Source: an optimization exercise on an open RTL-to-GDS flow (aim: small area, a short achievable clock period and few clock cycles). Production flows keep margins and buffers that such runs may drop.
Only simulation tests tie the RTL to the original design; equivalence was not proved.
Power figures rest on the tool's default switching activity, not on a simulated workload.

### flow/config.mk
export PLATFORM = sky130hd
export DESIGN_NAME = ATCONV
export DESIGN_NICKNAME = ATCONV
export VERILOG_FILES = /design/flow/design.v
export SDC_FILE = /design/flow/constraint.sdc
export NUM_CORES = 4
export LEC_CHECK = 0
export CAP_MARGIN = 20
export CORE_MARGIN = 2
export CORE_UTILIZATION = 40
export SLEW_MARGIN = 20
### flow/constraint.sdc
create_clock -name core_clock -period 11.0 [get_ports {clk}]
set_input_delay 2.2000 -clock core_clock [delete_from_list [all_inputs] [get_ports {clk}]]
set_output_delay 2.2000 -clock core_clock [all_outputs]
set_load 0.01 [all_outputs]
### flow/design.v
module  ATCONV(
	input					clk,
	input					reset,
	output	logic			busy,	
	input					ready,	
	output 	logic	[11:0]	iaddr,
	input 	signed 	[12:0]	idata,
	output	logic 			cwr,
	output  logic	[11:0]	caddr_wr,
	output 	logic	[12:0] 	cdata_wr,
	output	logic 			crd,
	output 	logic	[11:0] 	caddr_rd,
	input 			[12:0] 	cdata_rd,
	output 	logic 			csel
);
	parameter IDLE 			= 2'd0;
	parameter CONVOLUTION 	= 2'd1;
	parameter POOLING       = 2'd2;
	parameter STRIDE2       = 2'd3;
	logic [12:0] answer;
	logic [1:0] state, next_state;
	logic [5:0] image_X, image_Y;
	logic [8:0] filter_X, filter_Y;
	logic [12:0] acc;
	logic [5:0] addr_X, addr_Y;
	logic [143:0] filter;
	always_ff @(posedge clk, posedge reset) begin
		if (reset) begin
			filter <= 144'h1FFF_1FFE_1FFF_1FFC_0010_1FFC_1FFF_1FFE_1FFF;
		end else if (state == IDLE) begin
			filter <= 144'h1FFF_1FFE_1FFF_1FFC_0010_1FFC_1FFF_1FFE_1FFF;
		end else if (state == CONVOLUTION) begin
			filter <= {filter[15:0], filter[143:16]};
		end else begin
			filter <= filter;
		end
	end
	always_ff @(posedge clk, posedge reset) begin
		if (reset) begin
			filter_X <= 9'b010_000_110;
		end else if (state == IDLE) begin
			filter_X <= 9'b010_000_110;
		end else if (state == CONVOLUTION) begin
			if (next_state == POOLING) begin
				filter_X <= 9'b0;
			end else begin
				filter_X <= {filter_X[2:0], filter_X[8:3]};
			end
		end else if (state == POOLING) begin
			filter_X <= filter_X ^ 9'b1;
		end else begin
			filter_X <= filter_X;
		end
	end
	always_ff @(posedge clk, posedge reset) begin
		if (reset) begin
			filter_Y <= 9'b010_000_110;
		end else if (state == IDLE) begin
			filter_Y <= 9'b010_000_110;
		end else if (filter_X[2:0] == 3'b010) begin
			if (next_state == POOLING) begin
				filter_Y <= 9'b0;
			end else begin
				filter_Y <= {filter_Y[2:0], filter_Y[8:3]};
			end
		end else if (state == POOLING && filter_X == 9'b1) begin
			filter_Y <= filter_Y ^ 9'b1;
		end else begin
			filter_Y <= filter_Y;
		end
	end
	always_ff @(posedge clk, posedge reset) begin
		if (reset) begin
			image_X <= 6'b0;
		end else if (state == IDLE) begin
			image_X <= 6'b0;
		end else if (filter_X[2:0] == 3'b010 && filter_Y[2:0] == 3'b010) begin
			if (next_state == POOLING) begin
				image_X <= 6'b0;
			end else begin
				image_X <= image_X + 6'b1;
			end
		end else if (state == STRIDE2) begin
			image_X <= image_X + 6'd2;
		end else begin
			image_X <= image_X;
		end
	end
	always_ff @(posedge clk, posedge reset) begin
		if (reset) begin
			image_Y <= 6'b0;
		end else if (state == IDLE) begin
			image_Y <= 6'b0;
		end else if (filter_X[2:0] == 3'b010 && filter_Y[2:0] == 3'b010 && image_X == 6'b11_1111) begin
			if (next_state == POOLING) begin
				image_Y <= 6'b0;
			end else begin
				image_Y <= image_Y + 6'b1;
			end
		end else if (state == STRIDE2 && image_X == 6'd62) begin
			image_Y <= image_Y + 6'd2;
		end else begin
			image_Y <= image_Y;
		end
	end
	always_comb begin
		if ($signed({1'b0, image_X}) + $signed(filter_X[2:0]) < 0) begin
			addr_X = 6'd0;
		end else if ($signed({1'b0, image_X}) + $signed(filter_X[2:0]) > 63) begin
			addr_X = 6'd63;
		end else begin
			addr_X = $signed({1'b0, image_X}) + $signed(filter_X[2:0]);
		end
	end
	always_comb begin
		if ($signed({1'b0, image_Y}) + $signed(filter_Y[2:0]) < 0) begin
			addr_Y = 6'd0;
		end else if ($signed({1'b0, image_Y}) + $signed(filter_Y[2:0]) > 63) begin
			addr_Y = 6'd63;
		end else begin
			addr_Y = $signed({1'b0, image_Y}) + $signed(filter_Y[2:0]);
		end
	end
	always_comb begin
		iaddr = addr_X + (addr_Y * 64);
	end
	always_ff @(posedge clk, posedge reset) begin
		if (reset) begin
			acc <= 13'b0;
		end else if (state == IDLE) begin
			acc <= 13'b0;
		end else if (filter_X[2:0] == 3'b010 && filter_Y[2:0] == 3'b010) begin
			acc <= 13'b0;
		end else if (state == CONVOLUTION) begin
			acc <= $signed(acc) + ((idata >> 4) * $signed(filter[12:0]));
		end else if (state == STRIDE2) begin
			acc <= 13'b0;
		end else if (state == POOLING && cdata_rd > acc) begin
			acc <= cdata_rd;
		end else begin
			acc <= acc;
		end
	end
	assign answer = $signed(acc) + ((idata >> 4) * $signed(filter[12:0])) + $signed(13'h1FF4);
	always_comb begin
		if ((filter_X[2:0] == 3'b010 && filter_Y[2:0] == 3'b010) || state == STRIDE2) begin
			cwr = 1'b1;
		end else begin
			cwr = 1'b0;
		end
	end
	always_comb begin
		if (state == CONVOLUTION) begin
			if (answer[12] == 1'b1) begin
				cdata_wr = 13'b0;
			end else begin
				cdata_wr = answer;
			end
		end else begin
			cdata_wr = {acc[12:4], 4'b0} + ((|acc[3:0]) << 4);
		end
	end
	always_comb begin
		if (state == IDLE) begin
			csel = 'b0;
			crd  = 'b0;
			caddr_rd = 'd0;
			caddr_wr = 'd0;
		end else if (state == CONVOLUTION || state == POOLING) begin
			csel = 1'b0;
			crd = 1'b1;
			caddr_rd = addr_X + (addr_Y * 64);
			caddr_wr = image_X + 64 * image_Y;
		end else begin
			csel = 1'b1;
			crd = 1'b1;
			caddr_rd = addr_X + (addr_Y * 64);
			caddr_wr = (image_X >> 1) + (16 * image_Y);
		end
	end
	always_ff @(posedge clk, posedge reset) begin
		if (reset) begin
			state <= IDLE;
		end else begin
			state <= next_state;
		end
	end
	always_comb begin
		case (state)
			IDLE: begin
				if (ready) begin
					next_state = CONVOLUTION;
				end else begin
					next_state = IDLE;
				end
			end
			CONVOLUTION: begin
				if (filter_X[2:0] == 3'b010 && filter_Y[2:0] == 3'b010 && caddr_wr == 12'd4095) begin
					next_state = POOLING;
				end else begin
					next_state = CONVOLUTION;
				end
			end
			POOLING: begin
				if (filter_X[0] == 1'b1 && filter_Y[0] == 1'b1) begin
					next_state = STRIDE2;
				end else begin
					next_state = POOLING;
				end
			end
			STRIDE2: begin
				if (caddr_wr == 12'd1023) begin
					next_state = IDLE;
				end else begin
					next_state = POOLING;
				end
			end
		endcase
	end
	always_ff @(posedge clk, posedge reset) begin
		if (reset) begin
			busy <= 1'b0;
		end else if (ready) begin
			busy <= 1'b1;
		end else if (next_state == IDLE) begin
			busy <= 1'b0;
		end else begin
			busy <= busy;
		end
	end
endmodule
### flow/run.sh
#!/bin/bash
# synth_recipe.tcl (not shown) runs the flow's synth.tcl, then flattens the netlist and writes it again
# the make line also repeats each setting of config.mk as NAME=value (left out here)
make -C /OpenROAD-flow-scripts/flow DESIGN_CONFIG=/design/flow/config.mk WORK_HOME=/design/flow/orfs CLKGATE_MAP_FILE= SYNTH_SCRIPT=/design/flow/synth_recipe.tcl finish
==> impl_summary.log <==
[metrics] total grt overflow: 0
[metrics] count of H-tree levels built during CTS: 4
[metrics] std cell rows: 63
[metrics] top library cells by usage in the layout, fill and taps aside: 204 x sky130_fd_sc_hd__nand2_1, 127 x sky130_fd_sc_hd__mux2i_1, 107 x sky130_fd_sc_hd__inv_1, 105 x sky130_fd_sc_hd__dfstp_2, 88 x sky130_fd_sc_hd__nor2_1
[metrics] clock latency on the worst-skew pair: 420 ps
[metrics] placed insts: 1669
[metrics] top-level I/O count: 82
[metrics] power share of the clock group: 48.1%
[metrics] die extent in x: 176 um
[metrics] maximum VDD drop: 0.0788 mV
[metrics] min setup slack post-route: 385 ps
[metrics] clock transition at the registers of the reported paths: 60 ps
[metrics] final critical-path share of the clock period: 96.5%
[metrics] total number of clock tree sinks: 163
[metrics] share of the yosys chip area belonging to registers: 35.4%
[metrics] Post-synth EDFFs: 0
[metrics] fmax: 94.2 MHz
[metrics] number of buffers created by CTS: 17
[metrics] post-layout minimum cycle time: 10620 ps
[metrics] cells after synthesis: 1259
[metrics] pin count of the biggest net entering global routing: 100
[metrics] wirelength, routed: 25700 um
[metrics] Final ANT Viol Nets: 0
[metrics] clock root buffer: sky130_fd_sc_hd__clkbuf_16
[metrics] critical-path maximum fanout: 11
[metrics] ranking of synthesized cells by area: sky130_fd_sc_hd__dfstp_2 23%, sky130_fd_sc_hd__dfrtp_1 12%, sky130_fd_sc_hd__mux2i_1 11%
[metrics] leading cell type in the layout, fill and taps excluded: sky130_fd_sc_hd__nand2_1
[metrics] RSZ-0062 raised after global routing: false
[metrics] proportion of layout cells with a drive suffix above 1: 13.9%
[metrics] Fin. Hold Viols: 0
[metrics] area of the mapped netlist: 0.0119 sq mm
[metrics] average wire per cell in the routed design: 15.1 um
[metrics] total DRC errors in the routed layout: 0
[metrics] height of the die: 176 um
[metrics] DRC violation total after the first TritonRoute iteration: 643
[metrics] total nets after synthesis: 1420
[metrics] relative contribution of combinational cells to total power: 2.7%
[metrics] sequential power share: 49.2%
[metrics] largest area contributor in the netlist: sky130_fd_sc_hd__dfstp_2
[metrics] Buffers on Ports: 77
[metrics] kind of start point of the critical path: input port
[metrics] run status: complete, no violations
[metrics] Core Region: 0.0295 sq mm
[metrics] antenna violations before repair: 0
[metrics] via count: 8666
[metrics] area of the die: 0.0311 sq mm
[metrics] RD Place Congestion: 0.856
[metrics] via count of the first global-routing pass: 8519
[metrics] Yosys warning total: 1
[metrics] count of different cell masters after synthesis: 70
[metrics] final-stage net count: 1459
[metrics] setup violators final: 0
[metrics] GRT Util Overall: 17.1%
[metrics] internal power of the cells: 956 uW
[metrics] first-pass GRT wire length: 43300 um
[metrics] pwr/cell area: 89.8 mW/mm^2
[metrics] accumulated negative setup slack: 0 ps
[metrics] TritonRoute pass-1 iters: 4
[metrics] clock tree skew after final layout: 9.49 ps
[metrics] arrival time worst endpoint: 8420 ps
[metrics] post-route insts no fill: 1701
[metrics] total area of multi-input combinational cells: 0.00702 sq mm
[metrics] number of vias per cell: 5.09
[metrics] path type of the worst min-delay path: reg2reg
[metrics] share of total power consumed by net switching: 21.8%
[metrics] Mean Syn Cell Area: 9.45 sq um
[metrics] net switching power: 267 uW
[metrics] fraction of synthesized cell area taken by the top area cell type: 23.2%
[metrics] actual transition at the worst max-transition pin: 1020 ps
[metrics] ys async rst share: 100%
[metrics] max-capacitance violation count: 0
[metrics] kind of critical path: in2out
[metrics] synthesis-stage register bit count: 163
[metrics] area taken by flip-flops and latches: 0.00421 sq mm
[metrics] worst path required time: 8800 ps
[metrics] fin. max-slew vios: 0
[metrics] Leak Pwr: 7.30 nW
[metrics] Filler Cells Inserted: 2847
[metrics] clock tree from TritonCTS: built
[metrics] effective utilization at floorplan: 40.3%
[metrics] layout-stage area growth over the synthesis result: 14.6%
[metrics] maximum buffer depth of the clock tree: 2
[metrics] endpoint class of the critical path: primary output
[metrics] post-detail-place hpwl: 18500 um
[metrics] setup slack at placement: 70.8 ps
[metrics] number of antenna cells inserted: 0
[metrics] worst rel slew slack: 31.8%
[metrics] most instantiated flip-flop cell in the synthesis netlist: sky130_fd_sc_hd__dfstp_2
==> timing repair <==
item | 4_1_cts | 5_1_grt
buffers inserted | 0 | 0
resized for setup | 0 | 5
endpoints found under the setup margin | 0 | 9
hold buffers | 0 | 0
==> flip-flops by register name, summed over array words and instances, names as in the netlist <==
| name | count |
|---|---|
| image_Y | 6 |
| filter_Y | 9 |
| acc | 13 |
| image_X | 6 |
| state | 2 |
| filter_X | 9 |
| busy | 1 |
| filter | 117 |
==> power by group through the flow <==
stage / registers (mW) / logic, mW / clock network, mW
after floorplan: 0.611 / 0.0149 / 0
after global placement: 0.611 / 0.0346 / 0
after detailed placement: 0.611 / 0.0346 / 0
after CTS: 0.601 / 0.0347 / 0.604
after global routing: 0.601 / 0.0376 / 0.630
final: 0.601 / 0.0336 / 0.589
==> critical path, stage by stage <==
cell                              delay (ps)
sky130_fd_sc_hd__clkdlybuf4s50_1         490
sky130_fd_sc_hd__nand2_1                  80
sky130_fd_sc_hd__fa_1                    590
sky130_fd_sc_hd__inv_1                    70
sky130_fd_sc_hd__fa_1                    500
sky130_fd_sc_hd__inv_1                    50
sky130_fd_sc_hd__fa_1                    480
sky130_fd_sc_hd__inv_1                    60
sky130_fd_sc_hd__fa_1                    530
sky130_fd_sc_hd__inv_1                    60
sky130_fd_sc_hd__fa_1                    530
sky130_fd_sc_hd__inv_1                    40
sky130_fd_sc_hd__ha_1                    240
sky130_fd_sc_hd__nor4_1                  240
sky130_fd_sc_hd__o21ai_0                 180
sky130_fd_sc_hd__a221o_2                 470
sky130_fd_sc_hd__nor4_4                  280
sky130_fd_sc_hd__nand2_1                 130
sky130_fd_sc_hd__nor2_4                  160
sky130_fd_sc_hd__xnor2_4                 180
sky130_fd_sc_hd__o31ai_2                 270
sky130_fd_sc_hd__clkdlybuf4s50_1         580
==> synthesized netlist by cell type, types with 29 or more instances <==
| library cell | number |
|---|---|
| sky130_fd_sc_hd__a21oi_1 | 53 |
| sky130_fd_sc_hd__and2_1 | 36 |
| sky130_fd_sc_hd__clkbuf_1 | 55 |
| sky130_fd_sc_hd__dfrtp_1 | 58 |
| sky130_fd_sc_hd__dfstp_2 | 105 |
| sky130_fd_sc_hd__fa_1 | 56 |
| sky130_fd_sc_hd__ha_1 | 76 |
| sky130_fd_sc_hd__inv_1 | 109 |
| sky130_fd_sc_hd__mux2i_1 | 127 |
| sky130_fd_sc_hd__nand2_1 | 204 |
| sky130_fd_sc_hd__nand3_1 | 29 |
| sky130_fd_sc_hd__nor2_1 | 88 |
| sky130_fd_sc_hd__xnor2_1 | 43 |
==> metrics by stage <==
step	utilization, %	cell area (sq um)	hold WS (ps)	power, mW
2_1_floorplan	-	11900	461	0.626
4_1_cts	46.1	13600	491	1.24
5_1_grt	46.2	13600	519	1.27
3_5_place_dp	44.1	13000	478	0.646
6_report	46.2	13600	489	1.22
3_3_place_gp	44.1	13000	475	0.646
==> path summary, 6_finish.rpt <==
kind,start,endpoint,slack [ps],depth (start not counted)
min in group asynchronous,reset,image_Y[5],2340,2
min,filter_Y[4],filter_Y[1],490,2
max,idata[7],cdata_wr[4],380,22
max reg2reg,filter[5],acc[12],5110,21
min reg2reg,filter_Y[4],filter_Y[1],490,2
max in group asynchronous,reset,filter[67],7310,3
==> routing by layer <==
| layer | share of wire, % | wire length (um) | track usage (%) | vias to the layer above |
|---|---|---|---|---|
| met5 | 0 | 0 | 0 | - |
| met4 | 1.2 | 304 | 4.27 | 0 |
| met3 | 2.5 | 649 | 2.41 | 21 |
| met2 | 47 | 12100 | 27.8 | 107 |
| met1 | 49 | 12600 | 24.0 | 4250 |
| li1 | - | - | - | 4288 |
==> cell type report <==
| class | instances | share of cell area, % |
|---|---|---|
| Multi-Input combinational cell | 912 | 51.5 |
| Sequential cell | 163 | 30.9 |
| Timing Repair Buffer | 94 | 6.59 |
| Tap cell | 390 | 3.58 |
| Clock buffer | 18 | 3.22 |
| Inverter | 110 | 3.08 |
| Clock inverter | 14 | 1.11 |
==> cells by family after synthesis <==
family                   Yosys count  synth area share [%]
flip-flops                       163                  35.4
XOR/XNOR                          56                  4.12
multiplexers                     139                  11.8
AO/OA/AOI/OAI                    153                  8.86
buffers and inverters            184                  6.02
adder cells (fa/ha/maj)          132                  17.4
AND/OR/NAND/NOR                  432                  16.4
Testbench counts, summed over its fixed seeds: cycles 335,880.

-- afterwards: timing with drivers on the ports --
The results above use ideal ports. As a check the final layout listed here was re-extracted and re-timed, cells and wires unchanged. Step 1 (the two cells are an assumption about what drives the block):
set clk [get_ports {clk}]
set_driving_cell -lib_cell sky130_fd_sc_hd__clkbuf_16 $clk
set_driving_cell -lib_cell sky130_fd_sc_hd__buf_2 [delete_from_list [all_inputs] $clk]
Step 2, shift: input delay + t, output delay - t, t = (earliest + latest rising clock arrival at the registers) / 2. This alone moves slack from input paths to output paths. Slacks: ideal / step 1 / step 2; pairs: ideal / step 1.
t (ns): 0.462
setup slack, ns: 0.385 / 0.362 / 0.362
hold WS [ns]: 0.489 / 0.489 / 0.489
After both steps setup and hold are still met in this run. The setup slack of this run moves by -0.023 ns with the drivers and by -0.023 ns with both steps.
